Source: an optimization exercise on an open RTL-to-GDS flow (aim: small area). Production flows keep margins and buffers that such runs may drop.
RTL that was checked went through simulation tests only; none was proved equivalent to the original.
Only the layout flow was run in run 7; the RTL was not checked for function there.
The clock input has no modelled driver; a real chip could not lean on it and would need a root buffer or a full tree.
Power figures rest on the tool's default switching activity, not on a simulated workload.

$ cat design/flow/config.mk
export PLATFORM = sky130hd
export DESIGN_NAME = simple_cpu
export DESIGN_NICKNAME = simple_cpu
export VERILOG_FILES = /design/flow/design.v
export SDC_FILE = /design/flow/constraint.sdc
export NUM_CORES = 4
export LEC_CHECK = 0
export CAP_MARGIN = 20
export CORE_MARGIN = 2
export CORE_UTILIZATION = 40
export PLACE_DENSITY = 0.6
export SLEW_MARGIN = 20
$ cat design/flow/constraint.sdc
create_clock -name core_clock -period 10.0 [get_ports {CLK}]
set_input_delay 2.0000 -clock core_clock [delete_from_list [all_inputs] [get_ports {CLK}]]
set_output_delay 2.0000 -clock core_clock [all_outputs]
set_load 0.01 [all_outputs]
$ cat design/flow/design.v
module simple_cpu (
    input  wire       CLK,
    input  wire       RST,         
    input  wire       Rx_in,
    output wire       Tx_out,
    output wire [7:0] LED_out
);
    reg  [7:0]  cnt;
    reg  [3:0]  bn;        
    reg  [2:0]  st;        
    reg  [15:0] ar;        
    reg  [7:0]  H;         
    reg  [7:0]  L;         
    reg  [2:0]  op;
    reg         c;         
    reg         sv;        
    wire [3:0] p = cnt[3:0];
    wire [2:0] d = bn[2:0];
    wire tx     = st[2] & (st[1] | st[0]);    
    wire idle   = bn[3] & ~bn[1] & bn[0];     
    wire wrap   = tx ? (cnt[7] & cnt[6] & cnt[4] & cnt[3])
                     : (cnt[7:5] == 3'b110) & (cnt[4] == bn[0]) & (p == 4'd15);
    wire win    = cnt[7:4] == 4'd6;
    wire win1   = cnt[7:4] == 4'd4;
    wire stop   = bn == 4'd8;
    wire data   = ~bn[3];
    wire p0     = p == 4'd0;
    wire p15    = p == 4'd15;
    wire at     = ar[15];                      
    wire eq     = p == {st == 3'd1, d};        
    wire armed  = p[3] | (p[2:0] >= d);        
    reg am;
    always @(*) begin
        case (d)
            3'd0: am = ar[15];
            3'd1: am = ar[0];
            3'd2: am = ar[1];
            3'd3: am = ar[2];
            3'd4: am = ar[3];
            3'd5: am = ar[4];
            3'd6: am = ar[5];
            default: am = ar[6];
        endcase
    end
    wire op_sub = op == 3'd2;
    wire op_mul = op == 3'd3;
    wire op_not = op == 3'd6;
    wire arith  = ~op[2];
    wire st2 = st == 3'd2;
    wire st3 = st == 3'd3;
    wire st4 = st == 3'd4;
    wire p_data  = (st3 | st4) & data;
    wire p_hinit = st2 & stop & p[3];
    wire p_fix   = st4 & stop;
    wire act16   = win & st4 & (data | stop);
    wire act     = act16 | (win & ((st3 & data & ~p[3]) | p_hinit));
    wire tail     = st4 ? L[0] : H[0];
    wire init_val = ~op_mul & (at ^ op_not);
    wire first    = st4 & (bn == 4'd0) & ~p[3];
    wire B        = Rx_in;
    reg a;
    always @(*) begin
        if (p_hinit | first)
            a = init_val;
        else if (p_fix & sv)
            a = c ^ p15;
        else
            a = tail;
    end
    reg b;
    always @(*) begin
        b = 1'b0;
        if (p_data) begin
            case (op)
                3'd1, 3'd7: b = B & eq;
                3'd2:       b = B & armed;
                3'd3:       b = B & am & armed;
                3'd4:       b = ~B & eq & a;
                3'd5:       b = B & eq & ~a;
                default:    b = 1'b0;
            endcase
        end
    end
    wire ce   = c & arith & p_data & ~p0;
    wire sum  = a ^ b ^ ce;
    wire cout = (a & b) | (a & ce) | (b & ce);
    wire hsh  = act | ((st == 3'd5) & wrap & (bn != 4'd15));
    wire w1p  = st4 & stop & win1 & p15;
    wire load_a  = (st == 3'd1 | st2) & data & win & eq;
    wire load_op = (st == 3'd0) & data & (d < 3'd3) & win & eq;
    wire txbit = (st == 3'd5) ? H[0] : L[d];
    always @(posedge CLK or negedge RST) begin
        if (!RST) begin
            cnt  <= 8'd0;
            bn   <= 4'd9;
            st   <= 3'd0;
            L    <= 8'd0;
        end else begin
            if (act16)
                L <= {H[0], L[7:1]};
            if (idle) begin
                cnt <= {4'd0, p + 4'd1};
                if (!Rx_in)
                    bn <= 4'd15;
            end else begin
                cnt <= cnt + 8'd1;
                if (wrap) begin
                    cnt[7:4] <= 4'd0;
                    if (tx) cnt[3:0] <= 4'd0;
                    bn <= bn + 4'd1;
                end
                if (stop & (tx ? wrap : cnt[7])) begin
                    cnt[7:4] <= 4'd0;
                    if (st == 3'd6) begin
                        st <= 3'd0;
                        bn <= 4'd9;
                    end else begin
                        st <= st + 3'd1;
                        bn <= st[2] ? 4'd15 : 4'd9;
                        if (st[2]) cnt[3:0] <= 4'd0;
                    end
                end
            end
        end
    end
    always @(posedge CLK) begin
        ar <= {ar[14:0], load_a ? Rx_in : at};
        if (hsh)
            H <= {sum, H[7:1]};
        if (load_op)
            op <= {Rx_in, op[2:1]};
        if (w1p)
            c <= H[7];
        else if (act & ~p_fix)
            c <= cout;
        if (st3 & (bn == 4'd7) & win)
            sv <= B ^ op_sub;                                
        else if (w1p)
            sv <= (at ~^ sv) & (at ^ H[7]) & (op == 3'd1 | op_sub);   
    end
    assign Tx_out  = ~tx | (bn[3] ? ~bn[0] : txbit);
    assign LED_out = L;
endmodule
$ cat design/flow/run.sh
#!/bin/bash
# synth_recipe.tcl (not shown) runs the flow's synth.tcl, then flattens the netlist and writes it again
# the make line also repeats each setting of config.mk as NAME=value (left out here)
make -C /OpenROAD-flow-scripts/flow DESIGN_CONFIG=/design/flow/config.mk WORK_HOME=/design/flow/orfs CLKGATE_MAP_FILE= SYNTH_SCRIPT=/design/flow/synth_recipe.tcl finish
==> run notes, run 1 <==
outcome finished clean; post-synth top area share 20.3%; maximum clock insertion buffer count 2; CTS tree built; wire per inst 16.1 um; H-tree levels 2; Max Fclk 0.229 GHz; Worst Path Required 8.00 ns; Hold Buf Count CTS 0; n_diodes 0; chip width 84.4 um; largest net degree at the start of global routing 24; routed wire length 5.32 mm; clock-pin slew on the worst setup and hold paths 0.09 ns; vias 1826; TNS Setup 0 ns; post-DP HPWL 3.93 mm; CP Capture Type primary output; Port Buffers 11; Tmin final 4.37 ns; CTS Buf Count 5; worst vdd ir 0.0000571 V; final hold violation count 0; Primary FF master, synth dfrtp_1; Seq/Total Area, Yosys 49.9%; fin nets 267; synthesized area 0.00258 sq mm; Syn Nets 258; post-cts resize count 0; Final period util 43.7%; Max Clock Skew 0.00487 ns; P_leak 0.00117 uW; Max Cap Violations 0; WHS Path Cells 0; floorplan row count 29; Tightest Hold Check Type flop to flop; initial antenna violation count 0; Starting Density 40.9%; slowest cell delay on critical path 0.71 ns; CTS Root Cell clkbuf_8; cells along the critical path mux4_2 > nand2_1 > nand3_1 > o21ai_0 > o21ai_0 > clkdlybuf4s50_1; largest cells by area after synthesis dfrtp_1 20%, edfxtp_1 15%, dfxtp_1 12%; CP top delay family flip-flops; Setup-failing EPs final 0; core area 0.00631 sq mm; Max Slew Vio Count 0; Synth Instances 243; TritonRoute pass-1 iters 4; Tot Pwr 352 uW; die area 0.00712 sq mm; DRT iter0 DRCs 102; most frequent CP cell o21ai_0; Routed Antenna Nets 0; setup bufs post-CTS 0; Yosys warnings 1; hold_ws 0.335 ns; Slew HR 64.7%; # clock sinks 52; Ports 12; asr flop ratio synth 44.2%; stages on the worst setup path 6; CP max stage cell dfstp_2; Fill cells 616; vias in the first global route 1768; crit path DAT 2.37 ns; Seq cells post-synth 52; gr usage total 16.2%; Placer Congestion 0.815; Finished Core Util 45.2%; setup slack at placement 5.76 ns; Yosys cell types 51; critical path class flop to primary output; RSZ-0062 raised after global routing false; PnR worst setup slack 5.63 ns; layout cells sized above 1 10.7%; first-pass GRT wire length 9.05 mm; EDFF count, synth 13; WP buf/inv 1; kind of start point of the critical path flop; GRT overflow 0; P&R area growth vs syn 10.5%; DRC 0; clk latency of the worst-skew pair 0.31 ns; top fanout value on the critical path 12; R2R depth 9; Post-Syn Area per Cell 10.6 sq um; post-synth top area cell dfrtp_1; Power Dens Cells 123 mW/mm^2; Vias/cell 5.53; Die Span Y 84.4 um; Worst-Margin Slew 0.529 ns
==> kinds of logic after synthesis <==
| logic type | count (synthesis) | synth area share, % |
|---|---|---|
| and+or+nand+nor | 88 | 18.0 |
| muxes | 13 | 6.44 |
| buffers and inverters | 18 | 2.71 |
| xor gates and xnor gates | 11 | 3.73 |
| DFF | 52 | 49.9 |
| AOI/OAI and AO/OA | 49 | 13.2 |
| adders and majority gates | 12 | 6.10 |
==> synth_stat cells, types with 2 or more instances <==
cell and n:
o32ai_1 2, nor3_1 3, buf_2 2, and3_1 4, a21oi_1 11, a21o_1 6
mux4_2 2, or3_1 2, clkbuf_1 7, xnor2_1 6, dfrtp_1 21, nand2_1 27
a311oi_1 3, nor2_1 15, nor3b_1 2, nand4b_1 2, mux2i_1 2, a211oi_1 3
nor2b_1 2, nand2b_1 7, or4b_1 2, nor4b_1 2, dfxtp_1 16, a222oi_1 2
ha_1 11, edfxtp_1 13, mux2_2 9, inv_1 9, xor2_1 5, o21ai_0 11
nand3_1 5, dfstp_2 2, nand4_1 5, and2_1 5
==> cells in the final DEF (no fill, tap or decap), drive strengths merged, types with 3 or more instances in the layout <==
cell	count
mux2	9
clkbuf	6
ha	11
nand2b	7
o21ai	12
clkdlybuf4s50	10
and2	5
nand2	27
nor2	15
xnor2	6
a211oi	3
dfrtp	21
nor3	3
a311oi	3
nand3	5
dfxtp	16
nand4	5
a21oi	12
and3	4
xor2	5
edfxtp	13
inv	9
a21o	6
==> sequential cells by signal, indices dropped and copies added, names as in the netlist <==
name	flops
op	3
ar	16
H	8
L	8
sv	1
c	1
cnt	8
bn	4
st	3
==> final cells by class <==
type                            instances  area (sq um)  area share, %
Clock inverter                          2          12.5          0.438
Multi-Input combinational cell        173          1230           42.9
Tap cell                               77          96.3           3.37
Clock buffer                            6          93.8           3.29
Timing Repair Buffer                   11           105           3.68
Inverter                                9          33.8           1.18
Sequential cell                        52          1290           45.1
==> report_power, final <==
part           switching (uW)  leakage, uW  internal [uW]
clock network            68.7    0.0000523           64.0
logic                    2.52     0.000566          0.747
registers                   0     0.000552            216
==> metrics by stage <==
| step | cells | instance area (sq um) |
|---|---|---|
| 3_5_place_dp | 322 | 2760 |
| 2_1_floorplan | 243 | 2580 |
| 3_3_place_gp | 322 | 2760 |
| 4_1_cts | 330 | 2860 |
| 6_report | 330 | 2860 |
| 5_1_grt | 330 | 2860 |
==> metal layers <==
layer / GRT usage, % / vias up / share of wire [%]
li1: - / 901 / -
met1: 22.9 / 890 / 50
met2: 25.5 / 28 / 46
met3: 3.24 / 7 / 2.5
met4: 4.33 / 0 / 1.2
met5: 0 / - / 0
==> final timing paths <==
check	end	slack, ns	start
worst max-delay path	Tx_out	5.63	bn[0]
worst min-delay path	ar[11]	0.33	ar[10]
worst max register to register	H[7]	6.57	bn[0]
worst min register to register	ar[11]	0.33	ar[10]
max in group asynchronous	bn[0]	7.97	RST
min in group asynchronous	L[4]	1.66	RST
==> run 2, diff against run 1 <==
--- a/design/flow/design.v
+++ b/design/flow/design.v
@@ -133,10 +133,10 @@
             c <= H[7];
         else if (act & ~p_fix)
             c <= cout;
-        if (st3 & (bn == 4'd7) & win)
-            sv <= B ^ op_sub;                                
+        if (st3 & (bn == 4'd7) & win & p15)
+            sv <= ~(at ^ B ^ op_sub);
         else if (w1p)
-            sv <= (at ~^ sv) & (at ^ H[7]) & (op == 3'd1 | op_sub);   
+            sv <= sv & (at ^ H[7]) & (op == 3'd1 | op_sub);
     end
     assign Tx_out  = ~tx | (bn[3] ? ~bn[0] : txbit);
     assign LED_out = L;
==> design/flow/flow/run.sh (new file) <==
#!/bin/bash
# Own layout flow: the standard flow (standard.sh: same synthesis script,
# same steps, same floorplan, power grid and tap cells) with three settings
# changed for a smaller layout of this small, slow design:
#  - synthesis maps logic with ABC's area-oriented mapper (amap) instead of
#    the delay-oriented script; flip-flops are mapped exactly as before;
#  - port buffers use the smallest buffer (buf_1); every input and output
#    port still gets one;
#  - the clock tree is built from clkbuf_8 cells without dummy loads.
set -uo pipefail
here=$(pwd)
rm -rf "$here/scripts_own"
cp -r "$FLOW_HOME/scripts" "$here/scripts_own"
cp "$here/flow/abc_area_map.script" "$here/scripts_own/abc_speed.script"
export SCRIPTS_DIR="$here/scripts_own"
export BUFFER_PORTS_ARGS="-buffer_cell sky130_fd_sc_hd__buf_1"
export CTS_ARGS="-sink_clustering_enable -repair_clock_nets -buf_list sky130_fd_sc_hd__clkbuf_8 -root_buf sky130_fd_sc_hd__clkbuf_8 -dont_use_dummy_load"
bash standard.sh > standard.log 2>&1
status=$?
tail -5 standard.log
exit $status
==> design/flow/flow/abc_area_map.script (new file) <==
strash
dc2
dch -f
amap
==> design/flow/standard.sh (new file) <==
#!/bin/bash
# synth_recipe.tcl (not shown) runs the flow's synth.tcl, then flattens the netlist and writes it again
# the make line also repeats each setting of config.mk as NAME=value (left out here)
make -C /OpenROAD-flow-scripts/flow DESIGN_CONFIG=/design/flow/config.mk WORK_HOME=/design/flow/orfs CLKGATE_MAP_FILE= SYNTH_SCRIPT=/design/flow/synth_recipe.tcl "${@:-finish}"
removed: design/flow/run.sh
==> run 2 against run 1 <==
Hold slack barely moved; global-route usage increased by 0.13 points; critical endpoint unchanged; via count increased by 4.5%; largest power group unchanged; flip-flop and latch count unchanged; first-iteration DRC count rose by 33%; sequential power about the same; wire length fell by 4.8%; synthesized area shrank 6.3%; cell area shrank 7.6%; worst setup slack improved by 0.15 ns; synthesized cell count up 5.3%; still clean on timing, DRC and antenna; core utilization fell by 0.39 points.
==> run notes, run 2 <==
synthesized area 0.00242 sq mm (-6.3%); CTS Root Cell clkbuf_8; CTS tree built; Seq/Total Area, Yosys 53.2% (+3.4 points); post-synth top area cell dfrtp_1; setup bufs post-CTS 0 (unchanged); Hold Buf Count CTS 0 (unchanged); initial antenna violation count 0 (unchanged); layout cells sized above 1 3.28% (-7.4 points); critical path class flop to primary output; final hold violation count 0 (unchanged); Die Span Y 81.8 um (-3.1%); maximum clock insertion buffer count 2 (unchanged); CP max stage cell dfrtp_1; largest cells by area after synthesis dfrtp_1 22%, edfxtp_1 16%, dfxtp_1 13%; core area 0.00589 sq mm (-6.8%); Port Buffers 11 (unchanged); largest net degree at the start of global routing 24 (unchanged); GRT overflow 0 (unchanged); Slew HR 47.3% (-17 points); clock-pin slew on the worst setup and hold paths 0.10 ns (about the same); Ports 12 (unchanged); routed wire length 5.07 mm (-4.8%); n_diodes 0 (unchanged); P&R area growth vs syn 9.04%; Tmin final 4.22 ns (-0.154 ns); TritonRoute pass-1 iters 4 (unchanged); post-DP HPWL 3.89 mm (-0.86%); Syn Nets 271 (+5.0%); most frequent CP cell nor3_1; Yosys cell types 34 (-33%); first-pass GRT wire length 8.28 mm (-8.5%); Starting Density 41.1% (+0.19 points); Seq cells post-synth 52 (unchanged); Tightest Hold Check Type flop to flop; Post-synth top cells 41 x clkinv_1, 39 x nor2_1, 21 x dfrtp_1; Vias/cell 5.47 (-1.2%); H-tree levels 2 (unchanged); CP Capture Type primary output; Post-Syn Area per Cell 9.46 sq um (-11%); vias in the first global route 1742 (-1.5%); CTS Buf Count 5 (unchanged); Largest register FFs 16 (unchanged); Reg with most FFs ar; asr flop ratio synth 44.2% (unchanged); slowest cell delay on critical path 0.46 ns (-0.25 ns); Finished Core Util 44.9% (-0.39 points); die area 0.00669 sq mm (-6.0%); DRT iter0 DRCs 136 (+33%); kind of start point of the critical path flop; TNS Setup 0 ns (unchanged); Max Slew Vio Count 0 (unchanged); clk latency of the worst-skew pair 0.31 ns (about the same); Worst Path Required 8.00 ns (about the same); Routed Antenna Nets 0 (unchanged); EDFF count, synth 13 (unchanged); floorplan row count 28 (-3.4%); vias 1908 (+4.5%); Design Area, Final 0.00264 sq mm (-7.6%); outcome finished clean; Max Cap Violations 0 (unchanged); Max Fclk 0.237 GHz (+3.7%); most frequent cells in the layout 41 x clkinv_1, 39 x nor2_1, 21 x dfrtp_1, 16 x nand2_1, 16 x dfxtp_1; setup slack at placement 6.11 ns (+0.349 ns); P_leak 0.000971 uW (-17%); Power Dens Cells 124 mW/mm^2 (+0.56%); # clock sinks 52 (unchanged); DRC 0 (unchanged); post-cts resize count 0 (unchanged); Placer Congestion 0.877 (+7.6%); top fanout value on the critical path 13 (+1); wire per inst 14.5 um (-10%); Max Clock Skew 0.0169 ns (+0.0120 ns); Worst-Margin Slew 0.785 ns (+0.256 ns); fin nets 291 (+9.0%); commonest non-fill, non-tap cell in the layout clkinv_1; Yosys warnings 1 (unchanged); worst vdd ir 0.0000591 V (+3.6%); post-synth top area share 21.7% (+1.4 points); PnR worst setup slack 5.78 ns (+0.154 ns); RSZ-0062 raised after global routing false; most frequent cell after synthesis clkinv_1; Primary FF master, synth dfrtp_1; chip width 81.8 um (-3.1%); Setup-failing EPs final 0 (unchanged); crit path DAT 2.22 ns (-0.15 ns); Synth Instances 256 (+5.3%); Placement Cell Area 0.00257 sq mm (-6.7%); Final period util 42.2% (-1.5 points); gr usage total 16.3% (+0.13 points); cells along the critical path clkinv_1 > a221oi_1 > nor3_1 > nor3_1 > a211oi_1 > o21ai_0 > buf_1
-- run 2: cell count changes after synthesis, moves of 9 or more --
cell / previous run / this run
clkinv_1: 0 / 41
inv_1: 9 / 0
mux2_2: 9 / 0
nand2_1: 27 / 16
nor2_1: 15 / 39
o22ai_1: 0 / 14
-- run 2: worst max-delay path, delay by kind of cell, from the launching register on --
family,cells,cell delay [ns]
compound gates,3,0.65
buf+inv,2,0.52
flops,1,0.46
simple gates,2,0.29
-- run 2: final timing paths --
path	startpoint	to	slack, ns	depth (start not counted)
worst min register to register	ar[11]	ar[12]	0.33	0
max in group asynchronous	RST	bn[3]	8.04	2
worst min-delay path	ar[11]	ar[12]	0.33	0
min in group asynchronous	RST	L[7]	1.66	2
worst max register to register	bn[0]	H[7]	6.18	17
worst max-delay path	bn[2]	Tx_out	5.78	7
-- run 2: routing by layer --
layer,global-route usage [%],vias to the layer above,wire (um)
met3,3.30,7,158
met2,23.7,37,2160
met5,0,-,0
li1,-,968,-
met1,24.5,896,2690
met4,4.50,0,56
-- run 2: power by group --
group          switching [uW]  internal, uW
Sequential                  0           216
Combinational            2.54         0.649
Clock                    62.6          45.3
Total                    65.2           262
-- run 2: layout make-up --
| cell class | count | area, sq um |
|---|---|---|
| clock buffers | 5 | 68.8 |
| fillers | 582 | 3250 |
| inverters | 41 | 154 |
| multi-input cells | 163 | 978 |
| flip-flops and latches | 52 | 1290 |
| well taps | 75 | 93.8 |
| repair buffers | 13 | 56.3 |
-- run 2: cells by family (layout without fill, tap and decap cells) --
kind of cell,Yosys count,after routing,synth area share [%]
buf+inv,41,59,6.36
compound gates,68,68,19.0
fa+ha+maj,12,12,6.51
flops,52,52,53.2
simple gates,83,83,14.9
-- run 2: through the flow --
step	hold slack [ns]	power, uW	instances
2_1_floorplan	0.310	221	256
3_3_place_gp	0.311	223	344
3_5_place_dp	0.312	223	344
4_1_cts	0.336	329	349
5_1_grt	0.340	336	349
6_report	0.335	327	349
==> run 3, diff against run 2 <==
--- a/design/flow/design.v
+++ b/design/flow/design.v
@@ -10,6 +10,7 @@
     reg  [2:0]  st;        
     reg  [15:0] ar;        
     reg  [7:0]  H;         
+    reg         txq;       
     reg  [7:0]  L;         
     reg  [2:0]  op;
     reg         c;         
@@ -54,15 +55,15 @@
     wire p_fix   = st4 & stop;
     wire act16   = win & st4 & (data | stop);
     wire act     = act16 | (win & ((st3 & data & ~p[3]) | p_hinit));
-    wire tail     = st4 ? L[0] : H[0];
+    wire tail     = act16 ? L[0] : H[0];
     wire init_val = ~op_mul & (at ^ op_not);
     wire first    = st4 & (bn == 4'd0) & ~p[3];
     wire B        = Rx_in;
     reg a;
     always @(*) begin
-        if (p_hinit | first)
+        if (act & (p_hinit | first))
             a = init_val;
-        else if (p_fix & sv)
+        else if (act & p_fix & sv)
             a = c ^ p15;
         else
             a = tail;
@@ -70,7 +71,7 @@
     reg b;
     always @(*) begin
         b = 1'b0;
-        if (p_data) begin
+        if (act & p_data) begin
             case (op)
                 3'd1, 3'd7: b = B & eq;
                 3'd2:       b = B & armed;
@@ -81,21 +82,24 @@
             endcase
         end
     end
-    wire ce   = c & arith & p_data & ~p0;
+    wire ce   = act & c & arith & p_data & ~p0;
     wire sum  = a ^ b ^ ce;
     wire cout = (a & b) | (a & ce) | (b & ce);
-    wire hsh  = act | ((st == 3'd5) & wrap & (bn != 4'd15));
     wire w1p  = st4 & stop & win1 & p15;
     wire load_a  = (st == 3'd1 | st2) & data & win & eq;
     wire load_op = (st == 3'd0) & data & (d < 3'd3) & win & eq;
-    wire txbit = (st == 3'd5) ? H[0] : L[d];
+    wire [3:0] bn1 = bn + 4'd1;
+    wire txnext = bn1[3] ? ~bn1[2] : ((st == 3'd5) ? H[0] : L[bn1[2:0]]);
     always @(posedge CLK or negedge RST) begin
         if (!RST) begin
             cnt  <= 8'd0;
             bn   <= 4'd9;
             st   <= 3'd0;
             L    <= 8'd0;
+            txq  <= 1'b1;
         end else begin
+            if (tx & wrap)
+                txq <= txnext;
             if (act16)
                 L <= {H[0], L[7:1]};
             if (idle) begin
@@ -109,7 +113,7 @@
                     if (tx) cnt[3:0] <= 4'd0;
                     bn <= bn + 4'd1;
                 end
-                if (stop & (tx ? wrap : cnt[7])) begin
+                if (stop & (tx ? wrap : (cnt[7:4] == 4'd7) & p15)) begin
                     cnt[7:4] <= 4'd0;
                     if (st == 3'd6) begin
                         st <= 3'd0;
@@ -118,6 +122,7 @@
                         st <= st + 3'd1;
                         bn <= st[2] ? 4'd15 : 4'd9;
                         if (st[2]) cnt[3:0] <= 4'd0;
+                        if (st[2] & ~st[1]) txq <= 1'b0;    
                     end
                 end
             end
@@ -125,19 +130,18 @@
     end
     always @(posedge CLK) begin
         ar <= {ar[14:0], load_a ? Rx_in : at};
-        if (hsh)
-            H <= {sum, H[7:1]};
+        H <= {sum, H[7:1]};
         if (load_op)
             op <= {Rx_in, op[2:1]};
         if (w1p)
-            c <= H[7];
+            c <= H[0];
         else if (act & ~p_fix)
             c <= cout;
-        if (st3 & (bn == 4'd7) & win & p15)
-            sv <= ~(at ^ B ^ op_sub);
+        if (st3 & (bn == 4'd7) & win)
+            sv <= B ^ op_sub;                                
         else if (w1p)
-            sv <= sv & (at ^ H[7]) & (op == 3'd1 | op_sub);
+            sv <= (at ~^ sv) & (at ^ H[0]) & (op == 3'd1 | op_sub);   
     end
-    assign Tx_out  = ~tx | (bn[3] ? ~bn[0] : txbit);
+    assign Tx_out  = txq;
     assign LED_out = L;
 endmodule
==> run 3 against run 2 <==
Still clean; power is 0.69% lower; wire length is 5.2% higher; via count is 2.0% higher; largest cell class unchanged; global-route usage is 1.7 points higher.
==> run notes, run 3 <==
outcome finished clean; Max Clock Skew 0.0122 ns (-0.00471 ns); clk latency of the worst-skew pair 0.30 ns (about the same); area of the multi-input gates 978 sq um (unchanged); Primary FF master, synth dfxtp_1; TritonRoute pass-1 iters 4 (unchanged); largest net degree at the start of global routing 25 (+4.2%); gr usage total 18.0% (+1.7 points); EDFF count, synth 5 (-8); n_diodes 0 (unchanged); most frequent CP cell clkinv_1; chip width 81.4 um (-0.47%); top fanout value on the critical path 11 (-2); Routed Antenna Nets 0 (unchanged); vias in the first global route 1898 (+9.0%); RSZ-0062 raised after global routing false; P&R area growth vs syn 8.82%; Die Span Y 81.4 um (-0.47%); first-pass GRT wire length 9.11 mm (+10%); CP max stage cell dfstp_2; largest family of logic cells by synthesized area compound AO/OA/AOI/OAI gates; Ports 12 (unchanged); mux contribution to synthesized area 0% (unchanged); Starting Density 41.0% (-0.16 points); Final period util 47.0% (+4.8 points); fin nets 296 (+1.7%); Setup-failing EPs final 0 (unchanged); largest cells by area after synthesis dfrtp_1 22%, dfxtp_1 20%, clkinv_1 7.7%; Register Area 0.00123 sq mm (-4.2%); Compound-Gate Fraction of Synth Area 20.0% (+1.1 points); post-synth top area cell dfrtp_1; Seq/Total Area, Yosys 51.5% (-1.7 points); asr flop ratio synth 45.3% (+1.1 points); hold_ws 0.327 ns (-0.00748 ns); post-DP HPWL 4.13 mm (+6.0%); P_leak 0.000943 uW (-2.9%); Tightest Hold Check Type flop to flop; Syn Nets 277 (+2.2%); worst vdd ir 0.0000779 V (+32%); Max Cap Violations 0 (unchanged); most frequent cells in the layout 49 x clkinv_1, 31 x nor2_1, 24 x dfxtp_1, 21 x dfrtp_1, 20 x o22ai_1; Tmin final 4.70 ns (+0.483 ns); kind of start point of the critical path flop; Post-synth top cells 49 x clkinv_1, 31 x nor2_1, 24 x dfxtp_1; Max Fclk 0.213 GHz (-10%); slowest cell delay on critical path 0.64 ns (+0.18 ns); Hold Buf Count CTS 0 (unchanged); clock-pin slew on the worst setup and hold paths 0.09 ns (about the same); synthesized area 0.00240 sq mm (-0.98%); CTS Root Cell clkbuf_8; Vias/cell 5.50 (+0.55%); initial antenna violation count 0 (unchanged); # clock sinks 53 (+1.9%); critical path class flop to flop; GRT overflow 0 (unchanged); CTS Buf Count 5 (unchanged); Seq cells post-synth 53 (+1.9%); maximum clock insertion buffer count 2 (unchanged); post-cts resize count 0 (unchanged); floorplan row count 28 (unchanged); Fill cells 570 (-2.1%); Synth Area in Simple Gates 14.2% (-0.74 points); Yosys cell types 33 (-2.9%); wire per inst 15.0 um (+3.7%); crit path DAT 4.85 ns (+2.63 ns); CP Capture Type flop; Post-Syn Area per Cell 9.15 sq um (-3.2%); H-tree levels 2 (unchanged); fraction of the mapped netlist area in adder cells 6.58% (+0.065 points); Yosys warnings 1 (unchanged); DRC 0 (unchanged); Placer Congestion 0.877 (about the same); Worst Path Required 10.15 ns (+2.15 ns); layout cells sized above 1 3.23% (-0.059 points); Power Dens Cells 124 mW/mm^2 (+0.50%); core area 0.00585 sq mm (-0.60%); routed wire length 5.33 mm (+5.2%); CTS tree built; Synth Instances 262 (+2.3%); Reg with most FFs ar; post-synth top area share 21.9% (+0.22 points); Largest register FFs 16 (unchanged); commonest non-fill, non-tap cell in the layout clkinv_1; Port Buffers 11 (unchanged); Synth Area in XOR/XNOR 0% (unchanged); most frequent cell after synthesis clkinv_1; Worst-Margin Slew 0.786 ns (+0.000623 ns); final hold violation count 0 (unchanged); TNS Setup 0 ns (unchanged); DRT iter0 DRCs 130 (-4.4%); cells along the critical path clkinv_1 > ha_1 > nor2b_1 > o211ai_1 > clkinv_1 > nor2_1 > or3_1 > a221oi_1 > a211oi_1 > a31oi_1 > a2111oi_0 > o221ai_1 > fa_1 > o22ai_1; setup bufs post-CTS 0 (unchanged); die area 0.00663 sq mm (-0.94%); Max Slew Vio Count 0 (unchanged); Slew HR 47.4% (+0.079 points); vias 1946 (+2.0%)
## run 3: changes by cell type in the layout (fill, tap and decap cells not counted), moves of 3 or more
cell | before | now
clkinv_1 | 41 | 49
nor2_1 | 39 | 31
nand4_1 | 3 | 0
edfxtp_1 | 13 | 5
a21oi_1 | 10 | 7
o22ai_1 | 14 | 20
dfxtp_1 | 16 | 24
## run 3: logic make-up (layout without fill, tap and decap cells)
group | after synthesis | after routing
flip-flops | 53 | 53
AND/OR/NAND/NOR | 77 | 77
AO/OA/AOI/OAI | 71 | 71
adder cells (fa/ha/maj) | 12 | 12
buffers and inverters | 49 | 66
## run 3: per-stage QoR
stage                     setup slack [ns]  utilization [%]  cell area [sq um]  instances  total power (uW)
after floorplan                       6.06                -               2400        262               220
after global placement                5.67             43.4               2540        349               223
after detailed placement              5.33             43.4               2540        349               223
after CTS                             5.37             44.6               2610        354               328
after global routing                  4.88             44.6               2610        354               338
final                                 5.30             44.6               2610        354               324
## run 3: report_power, final
group / total (uW) / leakage, uW / internal, uW / switching (uW)
sequential: 215 / 0.000537 / 215 / 0
clock: 106 / 0.0000359 / 45.3 / 61.0
combinational: 2.98 / 0.000370 / 0.531 / 2.45
## run 3: path summary, 6_finish.rpt
kind / start / to / slack (ns) / depth (start not counted)
max: bn[0] / c / 5.30 / 14
min: H[4] / H[3] / 0.33 / 0
max reg2reg: bn[0] / c / 5.30 / 14
min reg2reg: H[4] / H[3] / 0.33 / 0
max in group asynchronous: RST / bn[0] / 8.04 / 2
min in group asynchronous: RST / L[6] / 1.68 / 2
## run 3: cell type report
class,count,area share (%)
clock buffer,5,2.64
inverter,49,7.05
multi-input combinational,160,37.5
sequential,53,47.3
tap,75,3.60
timing repair buffer,12,1.87
## run 3: per-layer routing
metal | vias up | part of all wire, % | global-route usage [%]
met4 | 0 | 1.4 | 5.25
li1 | 978 | - | -
met3 | 8 | 3.8 | 3.74
met1 | 925 | 48 | 23.8
met5 | - | 0 | 0
met2 | 35 | 47 | 29.7
## run 3: worst max-delay path: cells and delay by family (launching register included)
family	cells	cell delay, ns
AOI/OAI and AO/OA	7	1.85
adders and majority gates	2	0.74
DFF	1	0.64
and+or+nand+nor	3	0.65
buffers and inverters	2	0.69
==> run 4, diff against run 3 <==
==> design/flow/run.sh (new file) <==
#!/bin/bash
# synth_recipe.tcl (not shown) runs the flow's synth.tcl, then flattens the netlist and writes it again
# the make line also repeats each setting of config.mk as NAME=value (left out here)
make -C /OpenROAD-flow-scripts/flow DESIGN_CONFIG=/design/flow/config.mk WORK_HOME=/design/flow/orfs CLKGATE_MAP_FILE= SYNTH_SCRIPT=/design/flow/synth_recipe.tcl finish
removed: design/flow/flow/run.sh
removed: design/flow/flow/abc_area_map.script
removed: design/flow/standard.sh
==> run 4 against run 3 <==
Global-route usage is 2.2 points lower; clock power rose by 59%; final cell count shrank 4.8%; largest power group unchanged.
==> run notes, run 4 <==
RSZ-0062 raised after global routing false; GRT overflow 0 (unchanged); Die Span Y 84.5 um (+3.8%); CP top delay family buffers and inverters; floorplan row count 29 (+3.6%); H-tree levels 2 (unchanged); kind of start point of the critical path primary input; clk latency of the worst-skew pair 0.31 ns (about the same); Finished Core Util 45.7% (+1.1 points); vias 1832 (-5.9%); most frequent cell after synthesis dfxtp_1; CTS Root Cell clkbuf_8; slowest cell delay on critical path 0.59 ns (-0.05 ns); critical path class primary input to flop; crit path DAT 3.69 ns (-1.16 ns); CP max stage cell clkdlybuf4s50_1; largest cells by area after synthesis dfrtp_1 20%, dfxtp_1 19%, edfxtp_1 5.8%; # clock sinks 53 (unchanged); Seq/Total Area, Yosys 47.7% (-3.9 points); worst vdd ir 0.0000788 V (+1.1%); routed wire length 5.23 mm (-1.9%); die area 0.00714 sq mm (+7.7%); Largest register FFs 16 (unchanged); Fill cells 625 (+9.6%); CP Capture Type flop; Yosys warnings 1 (unchanged); setup bufs post-CTS 0 (unchanged); Vias/cell 5.44 (-1.1%); first-pass GRT wire length 8.96 mm (-1.7%); most frequent cells in the layout 24 x dfxtp_1, 23 x nor2_1, 22 x nand2_1, 21 x dfrtp_1; hold_ws 0.333 ns (+0.00524 ns); stages on the worst setup path 6 (-8); Max Clock Skew 0.0113 ns (-0.000829 ns); Synth Instances 249 (-5.0%); Primary FF master, synth dfxtp_1; outcome finished clean; Reg with most FFs ar; post-synth top area cell dfrtp_1; CTS tree built; Ports 12 (unchanged); FF-to-FF setup slack 6.98 ns (+1.68 ns); Hold Buf Count CTS 0 (unchanged); Tightest Hold Check Type flop to flop; Clock Power Share 43.5% (+11 points); TNS Setup 0 ns (unchanged); Sw Share 18.5% (-1.0 points); DRC 0 (unchanged); n_diodes 0 (unchanged); P_leak 0.00120 uW (+27%); R2R depth 10 (-4); chip width 84.5 um (+3.8%); fin nets 274 (-7.4%); post-synth top area share 20.3% (-1.6 points); most frequent CP cell a21oi_1; Yosys cell types 57 (+73%); PnR worst setup slack 6.48 ns (+1.18 ns); TritonRoute pass-1 iters 4 (unchanged); initial antenna violation count 0 (unchanged); CP Launch Point Rx_in; reg2reg end c; Power Dens Cells 134 mW/mm^2 (+7.8%); EDFF count, synth 5 (unchanged); Slew HR 65.3% (+18 points); cells along the critical path clkdlybuf4s50_1 > or2_2 > mux2i_1 > a21oi_1 > fa_1 > a21oi_1; Tot Pwr 387 uW (+19%); P&R area growth vs syn 11.4%; largest net degree at the start of global routing 25 (unchanged); layout cells sized above 1 11.2% (+7.9 points); area of the multi-input gates 0.00128 sq mm (+30%); wire per inst 15.5 um (+3.1%); Routed Antenna Nets 0 (unchanged); Post-Syn Area per Cell 10.4 sq um (+14%); Worst-Margin Slew 0.520 ns (-0.265 ns); WP buf/inv 1 (-1); Switch Pwr 71.7 uW (+13%); top fanout value on the critical path 9 (-2); Setup-failing EPs final 0 (unchanged); Post-synth top cells 24 x dfxtp_1, 23 x nor2_1, 22 x nand2_1; core area 0.00631 sq mm (+7.9%); Max Fclk 0.284 GHz (+33%); Worst Path Required 10.16 ns (about the same); Port Buffers 11 (unchanged); power share of the sequential group 55.6% (-11 points); post-cts resize count 0 (unchanged); Max Cap Violations 0 (unchanged); gr usage total 15.8% (-2.2 points); Tmin final 3.52 ns (-1.18 ns); commonest non-fill, non-tap cell in the layout dfxtp_1; maximum clock insertion buffer count 2 (unchanged); clock-pin slew on the worst setup and hold paths 0.09 ns (about the same); post-DP HPWL 3.74 mm (-9.5%); DRT iter0 DRCs 98 (-25%); CTS Buf Count 5 (unchanged); vias in the first global route 1750 (-7.8%); Final period util 35.2% (-12 points); Placer Congestion 0.837 (-4.5%); Internal Dissipation 315 uW (+21%); combinational power share 0.9% (about the same); setup slack at placement 6.14 ns (+0.809 ns); crit path to c; Starting Density 41.0% (+0.067 points); Register Area 0.00123 sq mm (unchanged); final hold violation count 0 (unchanged); Max Slew Vio Count 0 (unchanged); synthesized area 0.00259 sq mm (+8.1%); Syn Nets 264 (-4.7%); Reg2Reg Launch Point bn[0]; asr flop ratio synth 45.3% (unchanged); Seq cells post-synth 53 (unchanged)
run 4: layout make-up:
type / instances / share of cell area (%)
Clock inverter: 3 / 2.25
Inverter: 11 / 1.43
Clock buffer: 5 / 2.38
Tap cell: 77 / 3.34
Sequential cell: 53 / 42.8
Timing Repair Buffer: 11 / 3.64
Multi-Input combinational cell: 177 / 44.2
run 4: logic make-up (layout without fill, tap and decap cells):
logic type / Yosys count / count (layout) / share of synthesized area [%]
compound gates: 44 / 44 / 12.5
xor+xnor: 11 / 11 / 3.72
fa+ha+maj: 12 / 12 / 6.08
buf+inv: 19 / 30 / 3.09
flops: 53 / 53 / 47.7
mux: 16 / 16 / 7.58
simple gates: 94 / 94 / 19.4
run 4: worst min-delay path by stage:
| stage | startpoint | to | slack [ns] | depth (start not counted) |
|---|---|---|---|---|
| 3_5_place_dp | ar[7] | ar[8] | 0.31 | 0 |
| 4_1_cts | ar[7] | ar[8] | 0.33 | 0 |
| 2_1_floorplan | H[1] | H[0] | 0.31 | 0 |
| 5_1_grt | ar[7] | ar[8] | 0.34 | 0 |
| 6_report | ar[7] | ar[8] | 0.33 | 0 |
| 3_3_place_gp | H[1] | H[0] | 0.31 | 0 |
run 4: metrics by stage:
step | instance area [sq um] | cells
floorplan | 2590 | 249
global placement | 2760 | 329
detailed placement | 2760 | 329
CTS | 2890 | 337
global route | 2890 | 337
finish | 2890 | 337
run 4: per-layer routing:
metal  wire length, um  GRT usage, %
met1              2710          22.8
met5                 0             0
met3               159          4.62
met4                74          4.04
met2              2280          23.3
run 4: power by group through the flow:
stage	sequential [uW]	combinational [uW]	clock, uW
after global routing	215	3.90	182
after CTS	215	3.71	173
final	215	3.31	169
after floorplan	220	0.459	0
after global placement	220	3.67	0
after detailed placement	220	3.71	0
==> run 5, diff against run 4 <==
==> design/flow/flow/run.sh (new file) <==
#!/bin/bash
# Own layout flow: the standard flow (standard.sh: same synthesis script,
# same steps, same floorplan, power grid and tap cells) with three settings
# changed for a smaller layout of this small, slow design:
#  - synthesis maps logic with ABC's area-oriented mapper (amap) instead of
#    the delay-oriented script; flip-flops are mapped exactly as before;
#  - port buffers use the smallest buffer (buf_1); every input and output
#    port still gets one;
set -uo pipefail
here=$(pwd)
rm -rf "$here/scripts_own"
cp -r "$FLOW_HOME/scripts" "$here/scripts_own"
cp "$here/flow/abc_area_map.script" "$here/scripts_own/abc_speed.script"
export SCRIPTS_DIR="$here/scripts_own"
export BUFFER_PORTS_ARGS="-buffer_cell sky130_fd_sc_hd__buf_1"
export POST_CTS_TCL="$here/flow/no_root_buffer.tcl"
export CTS_ARGS="-sink_clustering_enable -repair_clock_nets -buf_list sky130_fd_sc_hd__clkbuf_8 -root_buf sky130_fd_sc_hd__clkbuf_8 -dont_use_dummy_load"
bash standard.sh > standard.log 2>&1
status=$?
tail -5 standard.log
exit $status
==> design/flow/flow/abc_area_map.script (new file) <==
strash
dc2
dch -f
amap
==> design/flow/flow/no_root_buffer.tcl (new file) <==
set block [ord::get_db_block]
set port_net [$block findNet CLK]
set root ""
foreach it [$port_net getITerms] {
  set inst [$it getInst]
  if {[string match "*clkbuf*" [[$inst getMaster] getName]]} { set root $inst }
}
if {$root eq ""} { error "no root clock buffer" }
if {[llength [$port_net getITerms]] != 1} { error "clock port drives more than the root buffer" }
set root_out ""
foreach it [$root getITerms] {
  if {[$it isOutputSignal]} { set root_out [$it getNet] }
}
set leaves 0
foreach it [$root_out getITerms] {
  set inst [$it getInst]
  if {$inst eq $root} { continue }
  if {![string match "*clkbuf*" [[$inst getMaster] getName]]} { error "root buffer drives a non-buffer" }
  incr leaves
}
if {$leaves > 4} { error "root buffer drives $leaves leaf buffers" }
foreach it [$root_out getITerms] {
  if {[$it getInst] eq $root} { continue }
  $it disconnect
  $it connect $port_net
}
odb::dbInst_destroy $root
odb::dbNet_destroy $root_out
puts "no_root_buffer: clock port now drives $leaves leaf clock buffers"
detailed_placement
check_placement -verbose
estimate_parasitics -placement
report_clock_skew
==> design/flow/standard.sh (new file) <==
#!/bin/bash
# synth_recipe.tcl (not shown) runs the flow's synth.tcl, then flattens the netlist and writes it again
# the make line also repeats each setting of config.mk as NAME=value (left out here)
make -C /OpenROAD-flow-scripts/flow DESIGN_CONFIG=/design/flow/config.mk WORK_HOME=/design/flow/orfs CLKGATE_MAP_FILE= SYNTH_SCRIPT=/design/flow/synth_recipe.tcl "${@:-finish}"
removed: design/flow/run.sh
==> run 5 against run 4 <==
Still clean; wire length increased by 1.5%; global-route usage increased by 1.9 points; clock-buffer cell count decreased by 1; core utilization decreased by 1.4 points; synthesized area decreased by 7.5%; die area decreased by 7.1%; synthesized cell count increased by 5.2%; clock skew about the same; via count increased by 5.7%; first-iteration DRC count increased by 14%; highest routed layer unchanged.
==> run notes, run 5 <==
Tot Pwr 307 uW (-21%); CP max stage cell dfstp_2; Seq/Total Area, Yosys 51.5% (+3.9 points); P_leak 0.000936 uW (-22%); CP Capture Type flop; FF-to-FF setup slack 5.31 ns (-1.67 ns); kind of start point of the critical path flop; Routed Antenna Nets 0 (unchanged); worst vdd ir 0.0000778 V (-1.2%); floorplan row count 28 (-3.4%); crit path DAT 4.69 ns (+1.00 ns); area of the multi-input gates 978 sq um (-23%); WHS Path Cells 0 (unchanged); n_diodes 0 (unchanged); Vias/cell 5.49 (+0.94%); synthesized area 0.00240 sq mm (-7.5%); Finished Core Util 44.4% (-1.4 points); Synth Instances 262 (+5.2%); Fill cells 569 (-9.0%); vias 1937 (+5.7%); Port Buffers 11 (unchanged); Post-Syn Area per Cell 9.15 sq um (-12%); Seq cells post-synth 53 (unchanged); Ports 12 (unchanged); vias in the first global route 1896 (+8.3%); PnR worst setup slack 5.31 ns (-1.16 ns); fin nets 295 (+7.7%); Register Area 0.00123 sq mm (unchanged); R2R depth 14 (+4); chip width 81.4 um (-3.6%); outcome finished clean; crit path to c; clock-pin slew on the worst setup and hold paths 0.09 ns (about the same); Post-synth top cells 49 x clkinv_1, 31 x nor2_1, 24 x dfxtp_1; routed wl met2 2.50 mm (+9.8%); initial antenna violation count 0 (unchanged); Starting Density 41.0% (-0.067 points); clk latency of the worst-skew pair 0.15 ns (-0.16 ns); Placer Congestion 0.877 (+4.8%); Max Clock Skew 0.0114 ns (+0.000114 ns); Slew HR 47.4% (-18 points); Reg with most FFs ar; largest cells by area after synthesis dfrtp_1 22%, dfxtp_1 20%, clkinv_1 7.7%; core area 0.00585 sq mm (-7.3%); TritonRoute pass-1 iters 4 (unchanged); Largest register FFs 16 (unchanged); # clock sinks 53 (unchanged); wire per inst 15.0 um (-3.1%); Max Cap Violations 0 (unchanged); Max Slew Vio Count 0 (unchanged); Tightest Hold Check Type flop to flop; Worst Path Required 10.00 ns (-0.16 ns); routed wire length 5.31 mm (+1.5%); RSZ-0062 raised after global routing false; Tmin final 4.69 ns (+1.16 ns); most frequent cells in the layout 49 x clkinv_1, 31 x nor2_1, 24 x dfxtp_1, 21 x dfrtp_1, 20 x o22ai_1; die area 0.00663 sq mm (-7.1%); Setup-failing EPs final 0 (unchanged); asr flop ratio synth 45.3% (unchanged); top fanout value on the critical path 11 (+2); EDFF count, synth 5 (unchanged); highest metal used met4; Syn Nets 277 (+4.9%); Die Span Y 81.4 um (-3.6%); CP Launch Point bn[0]; setup slack at placement 5.33 ns (-0.809 ns); metal3 WL 184 um (+16%); Worst-Margin Slew 0.785 ns (+0.265 ns); largest net degree at the start of global routing 25 (unchanged); first-pass GRT wire length 9.06 mm (+1.1%); DRC 0 (unchanged); commonest non-fill, non-tap cell in the layout clkinv_1; final hold violation count 0 (unchanged); reg2reg end c; post-synth top area cell dfrtp_1; slowest cell delay on critical path 0.64 ns (+0.05 ns); Primary FF master, synth dfxtp_1; stages on the worst setup path 14 (+8); DRT iter0 DRCs 112 (+14%); Yosys cell types 33 (-42%); critical path class flop to flop; cells along the critical path clkinv_1 > ha_1 > nor2b_1 > o211ai_1 > clkinv_1 > nor2_1 > or3_1 > a211oi_1 > a31oi_1 > nor2_1 > a2111oi_0 > o221ai_1 > fa_1 > o22ai_1; post-synth top area share 21.9% (+1.6 points); GRT overflow 0 (unchanged); Final period util 46.9% (+12 points); P&R area growth vs syn 8.25%; Reg2Reg Launch Point bn[0]; TNS Setup 0 ns (unchanged); Power Dens Cells 118 mW/mm^2 (-12%); CP top delay family compound AO/OA/AOI/OAI gates; WP buf/inv 2 (+1); DRT met1 WL 2.56 mm (-5.5%); Yosys warnings 1 (unchanged); layout cells sized above 1 2.88% (-8.3 points); Max Fclk 0.213 GHz (-25%); post-DP HPWL 4.13 mm (+11%); most frequent cell after synthesis clkinv_1; gr usage total 17.7% (+1.9 points)
-- run 5: cell type report --
cell class / count / area share [%]
Multi-Input combinational cell: 160 / 37.7
Sequential cell: 53 / 47.6
Tap cell: 75 / 3.62
Timing Repair Buffer: 12 / 1.88
Inverter: 49 / 7.09
Clock buffer: 4 / 2.12
-- run 5: layer usage --
| layer | vias up | track usage [%] |
|---|---|---|
| li1 | 978 | - |
| met1 | 924 | 23.8 |
| met2 | 29 | 29.6 |
| met3 | 6 | 3.08 |
| met4 | 0 | 4.41 |
| met5 | - | 0 |
-- run 5: worst reg2reg max path, delay by kind of cell (launching register included) --
kind	cells	cell delay (ns)
buffers and inverters	2	0.69
DFF	1	0.64
adders and majority gates	2	0.74
AOI/OAI and AO/OA	6	1.76
and+or+nand+nor	4	0.73
-- run 5: per-stage QoR --
step | cell area, sq um | cells | hold slack [ns]
after floorplan | 2400 | 262 | 0.310
final | 2590 | 353 | 0.329
after detailed placement | 2540 | 349 | 0.312
after global routing | 2590 | 353 | 0.330
after global placement | 2540 | 349 | 0.311
-- run 5: how the worst min path moves through the flow --
stage | from | to
after global routing | H[4] | H[3]
final | H[4] | H[3]
after floorplan | H[1] | H[0]
after detailed placement | ar[14] | ar[15]
after global placement | H[6] | H[5]
-- run 5: kinds of logic after synthesis --
family	synth area share, %
adder cells (fa/ha/maj)	6.58
flip-flops	51.5
AO/OA/AOI/OAI	20.0
AND/OR/NAND/NOR	14.2
buffers and inverters	7.67
-- run 5: power by group --
group	leakage, uW	switching, uW	internal (uW)
Clock	0.0000288	52.2	36.8
Combinational	0.000370	2.46	0.531
Sequential	0.000537	0	215
==> run 6, diff against run 5 <==
--- a/design/flow/flow/run.sh
+++ b/design/flow/flow/run.sh
@@ -2,7 +2,8 @@
 # Own layout flow: the standard flow (standard.sh: same synthesis script,
 # same steps, same floorplan, power grid and tap cells) with three settings
 # changed for a smaller layout of this small, slow design:
-#  - synthesis maps logic with ABC's area-oriented mapper (amap) instead of
+#  - synthesis restructures logic with ABC's &deepsyn and maps it with the
+#    area-oriented mapper (amap) instead of
 #    the delay-oriented script; flip-flops are mapped exactly as before;
 #  - port buffers use the smallest buffer (buf_1); every input and output
 #    port still gets one;
==> design/flow/flow/abc_area_map.script (replaced) <==
strash
&get -n
&deepsyn -J 20
&put
dch -f
amap
==> run 6 against run 5 <==
Flip-flop and latch count unchanged; sequential share of layout area up 0.98 points; cell area shrank 2.0%; clock power down 0.6%; wire length decreased by 0.89%; die area is 2.1% lower; core utilization increased by 1.3 points; global-route usage decreased by 0.057 points; hold slack got worse by 0.0039 ns; critical path type unchanged.
==> run notes, run 6 <==
Max Slew Vio Count 0 (unchanged); Yosys warnings 1 (unchanged); core area 0.00557 sq mm (-4.7%); Seq cells post-synth 53 (unchanged); min-delay src ar[13]; Ports 12 (unchanged); vias in the first global route 1724 (-9.1%); clock-pin slew on the worst setup and hold paths 0.10 ns (about the same); Worst-Margin Slew 0.616 ns (-0.169 ns); Synth Instances 243 (-7.3%); post-DP HPWL 3.94 mm (-4.5%); asr flop ratio synth 45.3% (unchanged); largest net degree at the start of global routing 25 (unchanged); Post-Syn Area per Cell 9.64 sq um (+5.4%); critical path class flop to flop; Internal Dissipation 253 uW (+0.14%); Primary FF master, synth dfxtp_1; Synth Area in Simple Gates 13.8% (-0.42 points); Final period util 42.9% (-3.9 points); Die Span Y 80.5 um (-1.1%); Yosys cell types 37 (+12%); wire per inst 15.9 um (+5.7%); Finished Core Util 45.6% (+1.3 points); routed wire length 5.26 mm (-0.89%); gr usage total 17.6% (-0.057 points); n_diodes 0 (unchanged); Synth Area in XOR/XNOR 0% (unchanged); synthesized area 0.00234 sq mm (-2.2%); mux contribution to synthesized area 0% (unchanged); Reg with most FFs ar; power share of the sequential group 70.1% (about the same); final hold violation count 0 (unchanged); Sw Share 17.7% (-0.091 points); Placer Congestion 0.932 (+6.3%); Post-synth top cells 35 x clkinv_1, 31 x nor2_1, 24 x dfxtp_1; Largest register FFs 16 (unchanged); Routed Antenna Nets 0 (unchanged); Reg2Reg Launch Point bn[0]; Max Cap Violations 0 (unchanged); Starting Density 42.0% (+1.1 points); Compound-Gate Fraction of Synth Area 21.2% (+1.2 points); top fanout value on the critical path 11 (unchanged); most frequent cells in the layout 35 x clkinv_1, 31 x nor2_1, 24 x dfxtp_1, 21 x dfrtp_1, 16 x nand2_1; floorplan row count 27 (-3.6%); combinational power share 1.1% (about the same); TritonRoute pass-1 iters 4 (unchanged); Clock Power Share 28.8% (-0.2 points); largest cells by area after synthesis dfrtp_1 22%, dfxtp_1 21%, edfxtp_1 6.4%; CP Launch Point bn[0]; DRT iter0 DRCs 123 (+9.8%); Max Fclk 0.233 GHz (+9.2%); Tightest Hold Check Type flop to flop; first-pass GRT wire length 8.63 mm (-4.7%); Max Clock Skew 0.0187 ns (+0.00727 ns); vias 1840 (-5.0%); Worst Path Required 9.99 ns (about the same); Slew HR 58.6% (+11 points); fraction of the mapped netlist area in adder cells 6.73% (+0.15 points); TNS Setup 0 ns (unchanged); Tmin final 4.29 ns (-0.394 ns); EDFF count, synth 5 (unchanged); worst vdd ir 0.0000693 V (-11%); crit path DAT 4.28 ns (-0.41 ns); GRT overflow 0 (unchanged); Seq/Total Area, Yosys 52.7% (+1.2 points); # clock sinks 53 (unchanged); RSZ-0062 raised after global routing false; initial antenna violation count 0 (unchanged); post-synth top area cell dfrtp_1; Vias/cell 5.56 (+1.3%); Port Buffers 11 (unchanged); fin nets 276 (-6.4%); layout cells sized above 1 3.47% (+0.60 points); chip width 80.5 um (-1.1%); Fill cells 539 (-5.3%); commonest non-fill, non-tap cell in the layout clkinv_1; CP Capture Type flop; post-synth top area share 22.4% (+0.50 points); clk latency of the worst-skew pair 0.15 ns (about the same); P_leak 0.000945 uW (+0.97%); Syn Nets 258 (-6.9%); kind of start point of the critical path flop; DRC 0 (unchanged); Power Dens Cells 121 mW/mm^2 (+2.1%); most frequent cell after synthesis clkinv_1; outcome finished clean; largest family of logic cells by synthesized area compound AO/OA/AOI/OAI gates; die area 0.00649 sq mm (-2.1%); Switch Pwr 54.4 uW (-0.48%); P&R area growth vs syn 8.49%; Setup-failing EPs final 0 (unchanged)
==> run 6: cell count changes after synthesis, moves of 4 or more <==
cell and change:
clkinv_1 -14, a21oi_1 +4, o22ai_1 -14, o22a_1 +6, o21a_1 +5, nor3_1 -5
==> run 6: layer usage <==
layer	track usage (%)	wire, um	vias up
met2	27.9	2310	65
met5	0	0	-
li1	-	-	914
met3	3.37	297	4
met4	4.24	44	0
met1	24.9	2600	857
==> run 6: final cells by class <==
cell class | instances | area, sq um | area share [%]
inverters | 35 | 131 | 5.17
repair buffers | 12 | 48.8 | 1.92
clock buffers | 4 | 55.1 | 2.17
multi-input cells | 155 | 982 | 38.6
flip-flops and latches | 53 | 1230 | 48.6
well taps | 72 | 90.1 | 3.54
==> run 6: path summary, 6_finish.rpt <==
kind / to / slack [ns] / cells after the start
max: c / 5.71 / 13
min: ar[14] / 0.33 / 0
max reg2reg: c / 5.71 / 13
min reg2reg: ar[14] / 0.33 / 0
max in group asynchronous: bn[0] / 7.90 / 2
min in group asynchronous: cnt[5] / 1.82 / 2
==> run 6: stage by stage <==
stage | power (uW) | instance area, sq um | hold slack (ns) | setup WS [ns] | std cells
5_1_grt | 319 | 2540 | 0.337 | 5.33 | 331
3_3_place_gp | 223 | 2480 | 0.312 | 5.61 | 327
6_report | 307 | 2540 | 0.325 | 5.71 | 331
3_5_place_dp | 224 | 2480 | 0.314 | 5.30 | 327
2_1_floorplan | 221 | 2340 | 0.310 | 6.04 | 243
==> run 6: critical path, cell delays in order (launching register included) <==
cell and delay [ns]:
dfstp_2 0.43, clkinv_1 0.16, ha_1 0.25, nand2_1 0.13
a211oi_2 0.58, clkinv_1 0.46, a31oi_1 0.32, o21ai_0 0.17
a21oi_1 0.32, a31oi_1 0.13, o32a_1 0.29, or3_1 0.33
fa_1 0.39, o22ai_1 0.16
==> run 6: cells by family (layout without fill, tap and decap cells) <==
group                    count (synthesis)  after routing
flip-flops                              53             53
adder cells (fa/ha/maj)                 12             12
buffers and inverters                   35             51
AND/OR/NAND/NOR                         73             73
AO/OA/AOI/OAI                           70             70
==> run 6: power groups by stage <==
stage / combinational, uW / clock (uW) / sequential, uW
2_1_floorplan: 0.517 / 0 / 220
3_3_place_gp: 3.42 / 0 / 220
3_5_place_dp: 3.44 / 0 / 220
5_1_grt: 3.90 / 99.2 / 216
6_report: 3.27 / 88.5 / 215
==> run 7, diff against run 6 <==
--- a/design/flow/design.v
+++ b/design/flow/design.v
@@ -19,8 +19,7 @@
     wire [2:0] d = bn[2:0];
     wire tx     = st[2] & (st[1] | st[0]);    
     wire idle   = bn[3] & ~bn[1] & bn[0];     
-    wire wrap   = tx ? (cnt[7] & cnt[6] & cnt[4] & cnt[3])
-                     : (cnt[7:5] == 3'b110) & (cnt[4] == bn[0]) & (p == 4'd15);
+    wire wrap   = (cnt[7:4] == 4'd13) & p[3] & (p[2:0] == {3{~tx}});
     wire win    = cnt[7:4] == 4'd6;
     wire win1   = cnt[7:4] == 4'd4;
     wire stop   = bn == 4'd8;
@@ -137,8 +136,8 @@
             c <= H[0];
         else if (act & ~p_fix)
             c <= cout;
-        if (st3 & (bn == 4'd7) & win)
-            sv <= B ^ op_sub;                                
+        if (st3 & data & win)
+            sv <= B ^ op_sub;            
         else if (w1p)
             sv <= (at ~^ sv) & (at ^ H[0]) & (op == 3'd1 | op_sub);   
     end
==> run 7 against run 6 <==
Still clean; core utilization shrank 1.3 points; sequential share of layout area shrank 0.61 points; synthesized cell count grew 2.9%; fmax grew 1.6%; first-iteration DRC count grew 27%; critical path depth grew 4; power shrank 0.63%; die area grew 1.4%; wire length shrank 1.6%.
==> run notes, run 7 <==
outcome finished clean; cells along the critical path clkinv_1 > ha_1 > nand3_1 > nor2_1 > nor2_1 > nor2_1 > clkinv_1 > nor2_1 > a211oi_1 > a21oi_1 > o21ai_0 > o31a_1 > o32a_1 > o41ai_1 > o2111ai_1 > fa_1 > o22ai_1; Reg2Reg Launch Point bn[0]; CP Capture Type flop; post-DP HPWL 4.04 mm (+2.5%); layout cells sized above 1 3.01% (-0.47 points); Final period util 42.3% (-0.66 points); Slew HR 52.7% (-5.9 points); Die Span Y 81.1 um (+0.68%); Yosys cell types 41 (+11%); Tmin final 4.23 ns (-0.0658 ns); crit path DAT 4.20 ns (-0.08 ns); DRC 0 (unchanged); TNS Setup 0 ns (unchanged); PnR worst setup slack 5.77 ns (+0.0658 ns); GRT overflow 0 (unchanged); gr usage total 17.5% (-0.15 points); final hold violation count 0 (unchanged); vias 1845 (+0.27%); largest cells by area after synthesis dfrtp_1 22%, dfxtp_1 20%, edfxtp_1 6.3%; kind of start point of the critical path flop; critical path class flop to flop; Max Slew Vio Count 0 (unchanged); Max Fclk 0.237 GHz (+1.6%); most frequent cells in the layout 38 x nor2_1, 35 x clkinv_1, 24 x dfxtp_1, 21 x dfrtp_1, 19 x nand2_1; Port Buffers 11 (unchanged); WHS Path Cells 0 (unchanged); CP max stage cell nor2_1; most frequent CP cell nor2_1; post-synth top area share 22.1% (-0.32 points); worst vdd ir 0.0000579 V (-16%); asr flop ratio synth 45.3% (unchanged); clk latency of the worst-skew pair 0.15 ns (about the same); Yosys warnings 1 (unchanged); crit path to c; Tightest Hold Check Type flop to flop; reg2reg end c; DRT iter0 DRCs 156 (+27%); Post-synth top cells 38 x nor2_1, 35 x clkinv_1, 24 x dfxtp_1; Worst-Margin Slew 0.707 ns (+0.0909 ns); Synth Instances 250 (+2.9%); Max Cap Violations 0 (unchanged); Routed Antenna Nets 0 (unchanged); most frequent cell after synthesis nor2_1; R2R depth 17 (+4); fin nets 284 (+2.9%); n_diodes 0 (unchanged); RSZ-0062 raised after global routing false; Placer Congestion 0.882 (-5.4%); synthesized area 0.00238 sq mm (+1.4%); first-pass GRT wire length 8.75 mm (+1.4%); Starting Density 40.9% (-1.2 points); slowest cell delay on critical path 0.54 ns (-0.04 ns); commonest non-fill, non-tap cell in the layout nor2_1; clock-pin slew on the worst setup and hold paths 0.09 ns (about the same); Vias/cell 5.41 (-2.7%); die area 0.00658 sq mm (+1.4%); vias in the first global route 1775 (+3.0%); Largest register FFs 16 (unchanged); chip width 81.1 um (+0.68%); P&R area growth vs syn 8.32%; Setup-failing EPs final 0 (unchanged); P_leak 0.000973 uW (+3.0%); Ports 12 (unchanged); routed wire length 5.17 mm (-1.6%); post-synth top area cell dfrtp_1; EDFF count, synth 5 (unchanged); Syn Nets 266 (+3.1%); Primary FF master, synth dfxtp_1; TritonRoute pass-1 iters 4 (unchanged); FF-to-FF setup slack 5.77 ns (+0.07 ns); floorplan row count 28 (+3.7%); Power Dens Cells 119 mW/mm^2 (-1.9%); top fanout value on the critical path 11 (unchanged); Reg with most FFs ar; Post-Syn Area per Cell 9.51 sq um (-1.4%); core area 0.00582 sq mm (+4.3%); wire per inst 15.2 um (-4.5%); Seq/Total Area, Yosys 51.9% (-0.75 points); Tot Pwr 305 uW (-0.63%); Worst Path Required 9.98 ns (about the same); Max Clock Skew 0.0173 ns (-0.00142 ns); CP Launch Point bn[0]; initial antenna violation count 0 (unchanged); Fill cells 604 (+12%); # clock sinks 53 (unchanged); setup slack at placement 5.86 ns (+0.552 ns); Seq cells post-synth 53 (unchanged); largest net degree at the start of global routing 25 (unchanged)
run 7: worst min path at each step:
stage | from | to | slack (ns)
final | H[4] | H[3] | 0.33
after global routing | H[4] | H[3] | 0.33
after detailed placement | ar[9] | ar[10] | 0.31
after global placement | ar[8] | ar[9] | 0.31
after floorplan | H[1] | H[0] | 0.31
run 7: layout make-up:
class	instances	area [sq um]	area share (%)
flip-flops and latches	53	1230	48.0
multi-input cells	162	1010	39.3
clock buffers	4	55.1	2.14
inverters	35	131	5.10
well taps	75	93.8	3.64
repair buffers	12	48.8	1.90
run 7: critical path, delay by kind of cell, from the launching register on:
family	cells	cell delay, ns
AO/OA/AOI/OAI	8	1.20
buffers and inverters	2	0.59
flip-flops	1	0.43
adder cells (fa/ha/maj)	2	0.69
AND/OR/NAND/NOR	5	1.13
run 7: kinds of logic (layout without fill, tap and decap cells):
logic type | Yosys count | count (layout) | synth area share (%)
AO/OA/AOI/OAI | 65 | 65 | 19.7
adder cells (fa/ha/maj) | 13 | 13 | 7.16
buffers and inverters | 35 | 51 | 5.53
flip-flops | 53 | 53 | 51.9
AND/OR/NAND/NOR | 84 | 84 | 15.7
run 7: stage by stage:
stage | cell area, sq um | hold slack [ns] | instances | util [%]
floorplan | 2380 | 0.310 | 250 | -
global placement | 2520 | 0.310 | 337 | 43.3
detailed placement | 2520 | 0.312 | 337 | 43.3
global route | 2570 | 0.333 | 341 | 44.3
finish | 2570 | 0.326 | 341 | 44.3
run 7: power breakdown:
part | switching [uW] | internal (uW)
logic | 2.47 | 0.520
registers | 0 | 215
clock network | 50.4 | 36.7
run 7: metal layers:
metal / routed length (um) / vias up / track usage [%]
met5: 0 / - / 0
met3: 265 / 2 / 3.33
met4: 24 / 0 / 3.90
met1: 2490 / 854 / 25.1
li1: - / 941 / -
met2: 2400 / 48 / 27.4

[what the ideal ports hide]
No port has a modelled driver above. Below, the same layouts with a new extraction and two added sets of constraints.
Step 1 sets driving cells, clkbuf_16 on the clock port and buf_2 on the other inputs (assumed; they add their load-dependent delay and slew).
Step 2 times the ports against the registers' clock, not the clock port: input delays grow and output delays shrink by t, the midpoint of the rising clock arrivals with the driver on.
Slacks: ideal / step 1 / step 2; pairs: ideal / step 1.
run	shift t [ns]	slack for setup (ns)	worst setup path after step 2	slew at the worst register clock pin (ns)	worst data-port slew with drivers (ns)
run 1	0.335	5.626 / 5.594 / 5.764	input to register	0.09 / 0.09	0.03
run 2	0.327	5.780 / 5.750 / 6.077	register to output	0.10 / 0.10	0.03
run 3	0.320	5.297 / 5.297 / 5.297	register to register	0.09 / 0.09	0.03
run 4	0.334	6.477 / 6.485 / 6.151	input to register	0.10 / 0.10	0.03
run 5	0.194	5.313 / 5.313 / 5.313	register to register	0.09 / 0.09	0.03
run 6	0.200	5.707 / 5.707 / 5.707	register to register	0.10 / 0.10	0.03
run 7	0.193	5.773 / 5.772 / 5.772	register to register	0.09 / 0.09	0.03
After both steps every run listed still meets setup and hold. The setup slack of run 4, which loses most, moves by +0.008 ns with the drivers and by -0.326 ns with both steps.
